Background: an optimization exercise with open tools, aiming at small area and a short achievable clock period. Do not read the settings as production practice. The RTL was checked by simulation tests, not by an equivalence proof against the original design. No activity file was given, so power comes from the tool's default toggle rates.

==> module color_identify, before the edit <==
module color_identify(
	input	[15:0]	img_data,
	output			hit
);
function rge;	 
	input [12:0] a, k;
	integer j; reg g;
	begin
		g = 1'b1;
		for (j = 0; j < 13; j = j + 1)
			g = k[j] ? (a[j] & g) : (a[j] | g);
		rge = g;
	end
endfunction
wire [7:0] R = {img_data[15:11], img_data[13:11]};
wire [7:0] G = {img_data[10:5],  img_data[6:5]};
wire [7:0] B = {img_data[4:0],   img_data[2:0]};
wire [7:0] Gn = ~G, Rn = ~R;
genvar i;
wire [8:0] cx, cy; wire [8:0] dx, dy;
assign dx[0] = ~(B[0] ^ Gn[0]);	assign cx[1] = B[0] | Gn[0];
assign dy[0] = ~(G[0] ^ Rn[0]);	assign cy[1] = G[0] | Rn[0];
generate for (i = 1; i < 8; i = i + 1) begin : g_xy
	fa_c fx (.a(B[i]), .b(Gn[i]), .ci(cx[i]), .s(dx[i]), .co(cx[i+1]));
	fa_c fy (.a(G[i]), .b(Rn[i]), .ci(cy[i]), .s(dy[i]), .co(cy[i+1]));
end endgenerate
assign dx[8] = cx[8]; assign dy[8] = cy[8];
wire        inr = dx[8] & ~dx[7] & dy[8] & ~dy[7];
wire [6:0]  x = dx[6:0], y = dy[6:0];
wire [7:0] us, uc;		 
ha_c cu0 (.a(x[0]), .b(y[0]), .s(us[0]), .co(uc[1]));
generate for (i = 1; i < 7; i = i + 1) begin : g_uc
	fa_c f (.a(x[i]), .b(x[i-1]), .ci(y[i]), .s(us[i]), .co(uc[i+1]));
end endgenerate
assign us[7] = x[6];
wire [9:0] u; wire [9:0] cu;
assign u[0] = us[0];
ha_c hu1 (.a(us[1]), .b(uc[1]), .s(u[1]), .co(cu[2]));
generate for (i = 2; i < 8; i = i + 1) begin : g_u
	fa_c f (.a(us[i]), .b(uc[i]), .ci(cu[i]), .s(u[i]), .co(cu[i+1]));
end endgenerate
assign u[8] = cu[8];
assign u[9] = 1'b0;
wire [8:0] ws, wc;		 
assign ws[0] = x[0];
ha_c cw1 (.a(x[1]), .b(y[0]), .s(ws[1]), .co(wc[2]));
fa_c cw2 (.a(x[2]), .b(y[1]), .ci(y[0]), .s(ws[2]), .co(wc[3]));
generate for (i = 3; i < 7; i = i + 1) begin : g_wc
	fa_c f (.a(x[i]), .b(y[i-1]), .ci(y[i-2]), .s(ws[i]), .co(wc[i+1]));
end endgenerate
ha_c cw7 (.a(y[6]), .b(y[5]), .s(ws[7]), .co(wc[8]));
assign ws[8] = y[6];
wire [10:0] w; wire [10:0] cw;
assign w[1:0] = ws[1:0];
ha_c hw2 (.a(ws[2]), .b(wc[2]), .s(w[2]), .co(cw[3]));
generate for (i = 3; i < 9; i = i + 1) begin : g_w
	fa_c f (.a(ws[i]), .b(wc[i]), .ci(cw[i]), .s(w[i]), .co(cw[i+1]));
end endgenerate
assign w[9] = cw[9];
assign w[10] = 1'b0;
assign hit = inr & rge({3'd0,u}, 13'd132) & ~rge({3'd0,u}, 13'd318) & rge({2'd0,w}, 13'd193) & ~rge({2'd0,w}, 13'd577);
endmodule
clock: 95.0 ns
lec_check: 0
cap_margin: 20
core_margin: 2
core_utilization: 70
place_density: 0.8
slew_margin: 20
synth_hierarchical: 1
synth_minimum_keep_size: 0
standard.sh (not shown) runs the stock make flow with config.mk's settings and CLKGATE_MAP_FILE= SYNTH_SCRIPT=/design/flow/synth_recipe.tcl, a recipe that flattens the netlist after the stock synthesis.
==> flow/flow/run.sh <==
#!/bin/bash
# Standard layout, with the port buffers made from the smallest buffer cell
# and a clock tree without dummy balancing loads.
set -euo pipefail
bash standard.sh "BUFFER_PORTS_ARGS=-buffer_cell sky130_fd_sc_hd__buf_1" \
	"CTS_ARGS=-sink_clustering_enable -repair_clock_nets -dont_use_dummy_load -buf_list sky130_fd_sc_hd__clkbuf_4 -root_buf sky130_fd_sc_hd__clkbuf_8" \
	finish > flow.log 2>&1
Rerun with:
--- a/flow/design.v
+++ b/flow/design.v
@@ -24,43 +24,42 @@
 	fa_c fx (.a(B[i]), .b(Gn[i]), .ci(cx[i]), .s(dx[i]), .co(cx[i+1]));
 	fa_c fy (.a(G[i]), .b(Rn[i]), .ci(cy[i]), .s(dy[i]), .co(cy[i+1]));
 end endgenerate
 assign dx[8] = cx[8]; assign dy[8] = cy[8];
 wire        inr = dx[8] & ~dx[7] & dy[8] & ~dy[7];
 wire [6:0]  x = dx[6:0], y = dy[6:0];
-wire [7:0] us, uc;		 
-ha_c cu0 (.a(x[0]), .b(y[0]), .s(us[0]), .co(uc[1]));
-generate for (i = 1; i < 7; i = i + 1) begin : g_uc
-	fa_c f (.a(x[i]), .b(x[i-1]), .ci(y[i]), .s(us[i]), .co(uc[i+1]));
-end endgenerate
-assign us[7] = x[6];
+wire [8:0] u1; wire [8:0] cu1;
+assign u1[0] = x[0];
+ha_c hu1 (.a(x[1]), .b(x[0]), .s(u1[1]), .co(cu1[2]));
+generate for (i = 2; i < 7; i = i + 1) begin : g_u1
+	fa_c f (.a(x[i]), .b(x[i-1]), .ci(cu1[i]), .s(u1[i]), .co(cu1[i+1]));
+end endgenerate
+ha_c hu7 (.a(x[6]), .b(cu1[7]), .s(u1[7]), .co(u1[8]));
 wire [9:0] u; wire [9:0] cu;
-assign u[0] = us[0];
-ha_c hu1 (.a(us[1]), .b(uc[1]), .s(u[1]), .co(cu[2]));
-generate for (i = 2; i < 8; i = i + 1) begin : g_u
-	fa_c f (.a(us[i]), .b(uc[i]), .ci(cu[i]), .s(u[i]), .co(cu[i+1]));
-end endgenerate
-assign u[8] = cu[8];
-assign u[9] = 1'b0;
-wire [8:0] ws, wc;		 
-assign ws[0] = x[0];
-ha_c cw1 (.a(x[1]), .b(y[0]), .s(ws[1]), .co(wc[2]));
-fa_c cw2 (.a(x[2]), .b(y[1]), .ci(y[0]), .s(ws[2]), .co(wc[3]));
-generate for (i = 3; i < 7; i = i + 1) begin : g_wc
-	fa_c f (.a(x[i]), .b(y[i-1]), .ci(y[i-2]), .s(ws[i]), .co(wc[i+1]));
-end endgenerate
-ha_c cw7 (.a(y[6]), .b(y[5]), .s(ws[7]), .co(wc[8]));
-assign ws[8] = y[6];
+ha_c hu0 (.a(u1[0]), .b(y[0]), .s(u[0]), .co(cu[1]));
+generate for (i = 1; i < 7; i = i + 1) begin : g_u
+	fa_c f (.a(u1[i]), .b(y[i]), .ci(cu[i]), .s(u[i]), .co(cu[i+1]));
+end endgenerate
+ha_c hu8 (.a(u1[7]), .b(cu[7]), .s(u[7]), .co(cu[8]));
+ha_c hu9 (.a(u1[8]), .b(cu[8]), .s(u[8]), .co(u[9]));
+wire [9:0] w1; wire [9:0] cw1;
+assign w1[0] = 1'b0; assign w1[1] = y[0];
+ha_c hw2 (.a(y[1]), .b(y[0]), .s(w1[2]), .co(cw1[3]));
+generate for (i = 3; i < 8; i = i + 1) begin : g_w1
+	fa_c f (.a(y[i-1]), .b(y[i-2]), .ci(cw1[i]), .s(w1[i]), .co(cw1[i+1]));
+end endgenerate
+ha_c hw8 (.a(y[6]), .b(cw1[8]), .s(w1[8]), .co(w1[9]));
 wire [10:0] w; wire [10:0] cw;
-assign w[1:0] = ws[1:0];
-ha_c hw2 (.a(ws[2]), .b(wc[2]), .s(w[2]), .co(cw[3]));
-generate for (i = 3; i < 9; i = i + 1) begin : g_w
-	fa_c f (.a(ws[i]), .b(wc[i]), .ci(cw[i]), .s(w[i]), .co(cw[i+1]));
-end endgenerate
-assign w[9] = cw[9];
-assign w[10] = 1'b0;
+assign w[0] = x[0];
+ha_c hwa (.a(w1[1]), .b(x[1]), .s(w[1]), .co(cw[2]));
+generate for (i = 2; i < 7; i = i + 1) begin : g_w
+	fa_c f (.a(w1[i]), .b(x[i]), .ci(cw[i]), .s(w[i]), .co(cw[i+1]));
+end endgenerate
+ha_c hw7 (.a(w1[7]), .b(cw[7]), .s(w[7]), .co(cw[8]));
+ha_c hw9 (.a(w1[8]), .b(cw[8]), .s(w[8]), .co(cw[9]));
+ha_c hwb (.a(w1[9]), .b(cw[9]), .s(w[9]), .co(w[10]));
 assign hit = inr & rge({3'd0,u}, 13'd132) & ~rge({3'd0,u}, 13'd318) & rge({2'd0,w}, 13'd193) & ~rge({2'd0,w}, 13'd577);
 endmodule
 module fa_c(input a, input b, input ci, output s, output co);
 assign {co, s} = a + b + ci;
 endmodule
 module ha_c(input a, input b, output s, output co);
Outcome:
- worst hold slack is better by 0.036 ns
- design area climbs slightly
- clock skew climbs by 0.0087 ns
- utilization climbs by 0.37 points
- worst setup slack is about the same
- global-route usage drops by 0.82 points
- area after synthesis climbs slightly
- routed wire length drops slightly
- total power drops by a few percent
- maximum frequency barely changes

========
the previous run:
The RTL this note starts from:
==> flow/design.v <==
module color_identify(
	input	[15:0]	img_data,
	output			hit
);
function rge;	 
	input [12:0] a, k;
	integer j; reg g;
	begin
		g = 1'b1;
		for (j = 0; j < 13; j = j + 1)
			g = k[j] ? (a[j] & g) : (a[j] | g);
		rge = g;
	end
endfunction
wire [7:0] R = {img_data[15:11], img_data[13:11]};
wire [7:0] G = {img_data[10:5],  img_data[6:5]};
wire [7:0] B = {img_data[4:0],   img_data[2:0]};
wire [7:0] Gn = ~G, Rn = ~R;
genvar i;
wire [8:0] cx, cy; wire [8:0] dx, dy;
assign dx[0] = ~(B[0] ^ Gn[0]);	assign cx[1] = B[0] | Gn[0];
assign dy[0] = ~(G[0] ^ Rn[0]);	assign cy[1] = G[0] | Rn[0];
generate for (i = 1; i < 8; i = i + 1) begin : g_xy
	fa_c fx (.a(B[i]), .b(Gn[i]), .ci(cx[i]), .s(dx[i]), .co(cx[i+1]));
	fa_c fy (.a(G[i]), .b(Rn[i]), .ci(cy[i]), .s(dy[i]), .co(cy[i+1]));
end endgenerate
assign dx[8] = cx[8]; assign dy[8] = cy[8];
wire        inr = dx[8] & ~dx[7] & dy[8] & ~dy[7];
wire [6:0]  x = dx[6:0], y = dy[6:0];
wire [7:0] us, uc;		 
ha_c cu0 (.a(x[0]), .b(y[0]), .s(us[0]), .co(uc[1]));
generate for (i = 1; i < 7; i = i + 1) begin : g_uc
	fa_c f (.a(x[i]), .b(x[i-1]), .ci(y[i]), .s(us[i]), .co(uc[i+1]));
end endgenerate
assign us[7] = x[6];
wire [9:0] u; wire [9:0] cu;
assign u[0] = us[0];
ha_c hu1 (.a(us[1]), .b(uc[1]), .s(u[1]), .co(cu[2]));
generate for (i = 2; i < 8; i = i + 1) begin : g_u
	fa_c f (.a(us[i]), .b(uc[i]), .ci(cu[i]), .s(u[i]), .co(cu[i+1]));
end endgenerate
assign u[8] = cu[8];
assign u[9] = 1'b0;
wire [8:0] ws, wc;		 
assign ws[0] = x[0];
ha_c cw1 (.a(x[1]), .b(y[0]), .s(ws[1]), .co(wc[2]));
fa_c cw2 (.a(x[2]), .b(y[1]), .ci(y[0]), .s(ws[2]), .co(wc[3]));
generate for (i = 3; i < 7; i = i + 1) begin : g_wc
	fa_c f (.a(x[i]), .b(y[i-1]), .ci(y[i-2]), .s(ws[i]), .co(wc[i+1]));
end endgenerate
ha_c cw7 (.a(y[6]), .b(y[5]), .s(ws[7]), .co(wc[8]));
assign ws[8] = y[6];
wire [10:0] w; wire [10:0] cw;
assign w[1:0] = ws[1:0];
ha_c hw2 (.a(ws[2]), .b(wc[2]), .s(w[2]), .co(cw[3]));
generate for (i = 3; i < 9; i = i + 1) begin : g_w
	fa_c f (.a(ws[i]), .b(wc[i]), .ci(cw[i]), .s(w[i]), .co(cw[i+1]));
end endgenerate
assign w[9] = cw[9];
assign w[10] = 1'b0;
assign hit = inr & rge({3'd0,u}, 13'd132) & ~rge({3'd0,u}, 13'd318) & rge({2'd0,w}, 13'd193) & ~rge({2'd0,w}, 13'd577);
endmodule
module fa_c(input a, input b, input ci, output s, output co);
assign {co, s} = a + b + ci;
endmodule
module ha_c(input a, input b, output s, output co);
assign {co, s} = a + b;
endmodule
module position(
	input				clk,
	input				rst_n,
	input				vs,		 
	input				mv,		 
	input				mv_prev,	 
	input				hit,	 
	output	reg	[10:0]	x_coor,
	output	reg	[9:0]	y_coor,
	output	reg			coor_valid
);
reg  [10:0] col;	 
reg  [9:0]  line;	 
reg         run;	 
reg  [15:0] n;		 
reg  [52:0] z;		 
genvar i;
wire        col_inc = mv | ~col[6];
wire [11:0] col_c;
wire [10:0] col_s;
assign col_c[0] = col_inc;
generate for (i = 0; i < 11; i = i + 1) begin : g_col
	assign {col_c[i+1], col_s[i]} = col[i] + col_c[i];
end endgenerate
wire        line_end = mv_prev & ~mv;	 
wire [10:0] line_c;
wire [9:0]  line_s;
assign line_c[0] = line_end;
generate for (i = 0; i < 10; i = i + 1) begin : g_line
	assign {line_c[i+1], line_s[i]} = line[i] + line_c[i];
end endgenerate
wire [16:0] n_c;
wire [15:0] n_s;
assign n_c[0] = hit;
generate for (i = 0; i < 16; i = i + 1) begin : g_n
	assign {n_c[i+1], n_s[i]} = n[i] + n_c[i];
end endgenerate
wire [26:0] ax = {16'd0, col & {11{hit}}};
wire [25:0] ay = {16'd0, line & {10{hit}}};
wire [27:0] sx_c;
wire [26:0] sx;
wire [26:0] sy_c;
wire [25:0] sy;
assign sx_c[0] = 1'b0;
assign sy_c[0] = hit & (|col[10:1]);
generate for (i = 0; i < 27; i = i + 1) begin : g_sx
	assign {sx_c[i+1], sx[i]} = z[26+i] + ax[i] + sx_c[i];
end endgenerate
generate for (i = 0; i < 26; i = i + 1) begin : g_sy
	assign {sy_c[i+1], sy[i]} = z[i] + ay[i] + sy_c[i];
end endgenerate
wire [16:0] p = z[52:36];
wire [16:0] nb = ~{1'b0, n};
wire [17:0] dc;		 
wire [16:0] diff;
assign dc[0] = 1'b1;
generate for (i = 0; i < 17; i = i + 1) begin : g_div
	assign {dc[i+1], diff[i]} = p[i] + nb[i] + dc[i];
end endgenerate
wire        xstep = ~col[6] & ~col[5] & ~col[4] & (~col[3] | (~col[2] & ~(col[1] & col[0])));	 
wire        ystep = ~col[6] & ((~col[5] & col[4] & col[3] & (col[2] | (col[1] & col[0])))	 
				| (col[5] & ~col[4] & ~col[3] & (~col[2] | (~col[1] & ~col[0]))));			 
wire        step  = xstep | ystep;
wire        q     = step & dc[17];
wire [15:0] top   = q ? diff[15:0] : p[15:0];
wire        valid = (|n[15:12]) | (&n[11:7] & (n[6] | n[5]));	 
always @(posedge clk) begin
	col <= (mv | vs) ? col_s : 11'd0;
	line <= (vs | ~run) ? 10'd0 : line_s;
	n <= ((vs & col[6]) | ~run) ? 16'd0 : n_s;
end
always @(posedge clk or negedge rst_n) begin
	if (!rst_n) begin
		run <= 1'b0;
		z <= 53'd0;
		x_coor <= 11'd0;
		y_coor <= 10'd0;
		coor_valid <= 1'b0;
	end else begin
		run <= 1'b1;
		z <= vs ? {top, z[35:0], 1'b0} : {sx, sy};
		if (vs & ~col[6])
			coor_valid <= valid;
		if (vs & valid & step)
			{x_coor, y_coor} <= {x_coor[9:0], y_coor, q};
	end
end
endmodule
module color_tracker(
	input			clk,
	input			rst_n,
	input			vsync,
	input			de,
	input	[15:0]	rgb,
	output			mask_valid,
	output			mask,
	output	[10:0]	x_coor,
	output	[9:0]	y_coor,
	output			coor_valid
);
reg  [15:0] rgb_r;
reg  de_r, mv, hit_o, vs;
wire hit_c;
wire hit = de_r & hit_c;	 
color_identify color_identify (
	.img_data	(rgb_r),
	.hit		(hit_c)
);
always @(posedge clk) begin
	rgb_r <= rgb;
end
always @(posedge clk or negedge rst_n) begin
	if (!rst_n) begin
		de_r <= 1'b0;
		mv   <= 1'b0;
		hit_o <= 1'b0;
		vs   <= 1'b0;
	end else begin
		de_r <= de;
		mv   <= de_r;
		hit_o <= hit;
		vs   <= vsync;
	end
end
position position (
	.clk		(clk),
	.rst_n		(rst_n),
	.vs			(vs),
	.mv			(de_r),
	.mv_prev	(mv),
	.hit		(hit),
	.x_coor		(x_coor),
	.y_coor		(y_coor),
	.coor_valid	(coor_valid)
);
assign mask_valid = mv;
assign mask       = hit_o;
endmodule
Settings: LEC_CHECK=0, CAP_MARGIN=0, CORE_MARGIN=2, CORE_UTILIZATION=70, PLACE_DENSITY=0.8, SLEW_MARGIN=0, SYNTH_HIERARCHICAL=1, SYNTH_MINIMUM_KEEP_SIZE=0; clock period 95.0 ns.
Scripts as last shown in full above: flow/flow/run.sh
Changes in the current run relative to the previous run:
==> flow/design.v, changed modules only <==
module color_tracker(
	input			clk,
	input			rst_n,
	input			vsync,
	input			de,
	input	[15:0]	rgb,
	output			mask_valid,
	output			mask,
	output	[10:0]	x_coor,
	output	[9:0]	y_coor,
	output			coor_valid
);
reg  [15:0] rgb_r;
reg  de_r, mv, hit_o, vs;
wire hit_c;
color_identify color_identify (
	.img_data	(rgb_r),
	.hit		(hit_c)
);
always @(posedge clk) begin
	rgb_r <= rgb;
end
always @(posedge clk or negedge rst_n) begin
	if (!rst_n) begin
		de_r <= 1'b0;
		mv   <= 1'b0;
		hit_o <= 1'b0;
		vs   <= 1'b0;
	end else begin
		de_r <= de;
		mv   <= de_r;
		hit_o <= hit_c;		 
		vs   <= vsync;
	end
end
position position (
	.clk		(clk),
	.rst_n		(rst_n),
	.vs			(vs),
	.mv			(de_r),
	.mv_prev	(mv),
	.hit		(de_r & hit_c),
	.x_coor		(x_coor),
	.y_coor		(y_coor),
	.coor_valid	(coor_valid)
);
assign mask_valid = mv;
assign mask       = hit_o;
endmodule
Results
The current run against the previous run: overall global routing resource usage saw little to no change; worst setup slack for register-to-register paths has increased. Setup slack at placement for the current run is higher than for the previous run. Taking the previous run as the reference, in the current run non-clock buffer count now sits lower, number of cells after detailed placement decreased by about 0.4% relative to the old numbers. The previous run and the current run ended up with nearly the same endpoint required time on the critical path. Proportion of synthesized area in mux cells (the current run over the previous run): increase, 0.29 points.

[separate check: timing with driven ports]
How much do the figures lean on ideal ports? The routed layouts below were timed once more, with nothing changed but the port constraints.
Step 1 (the two cells are an assumption about what drives the block):
set clk [get_ports {clk}]
set_driving_cell -lib_cell sky130_fd_sc_hd__clkbuf_16 $clk
set_driving_cell -lib_cell sky130_fd_sc_hd__buf_2 [delete_from_list [all_inputs] $clk]
Step 2 adds t to the input delays and takes it off the output delays; t is the mean of the earliest and latest rising clock arrival at the registers after step 1. Input paths then give back, and output paths get back, about the clock's delay inside the block.
Three values: ideal ports, drivers, drivers and shift; two values: the first two.
run	t (ns)	setup slack, ns	worst setup path after step 2	worst slew at a driven data input, ns	cell pins on the clock port's net
the first run of note 1	0.443	75.039 / 75.001 / 75.444	register to output	0.03	1
the second run of note 1	0.429	75.040 / 75.005 / 75.378	input, reset recovery	0.04	1
the previous run	0.430	75.063 / 75.028 / 75.009	input, reset recovery	0.03	1
the current run	0.445	75.038 / 75.000 / 75.058	input, reset recovery	0.03	1
After both steps setup and hold are still met in every run listed. For the previous run, which loses most, drivers alone change the setup slack by -0.035 ns; drivers and shift together by -0.054 ns. Setup slack includes reset recovery checks.
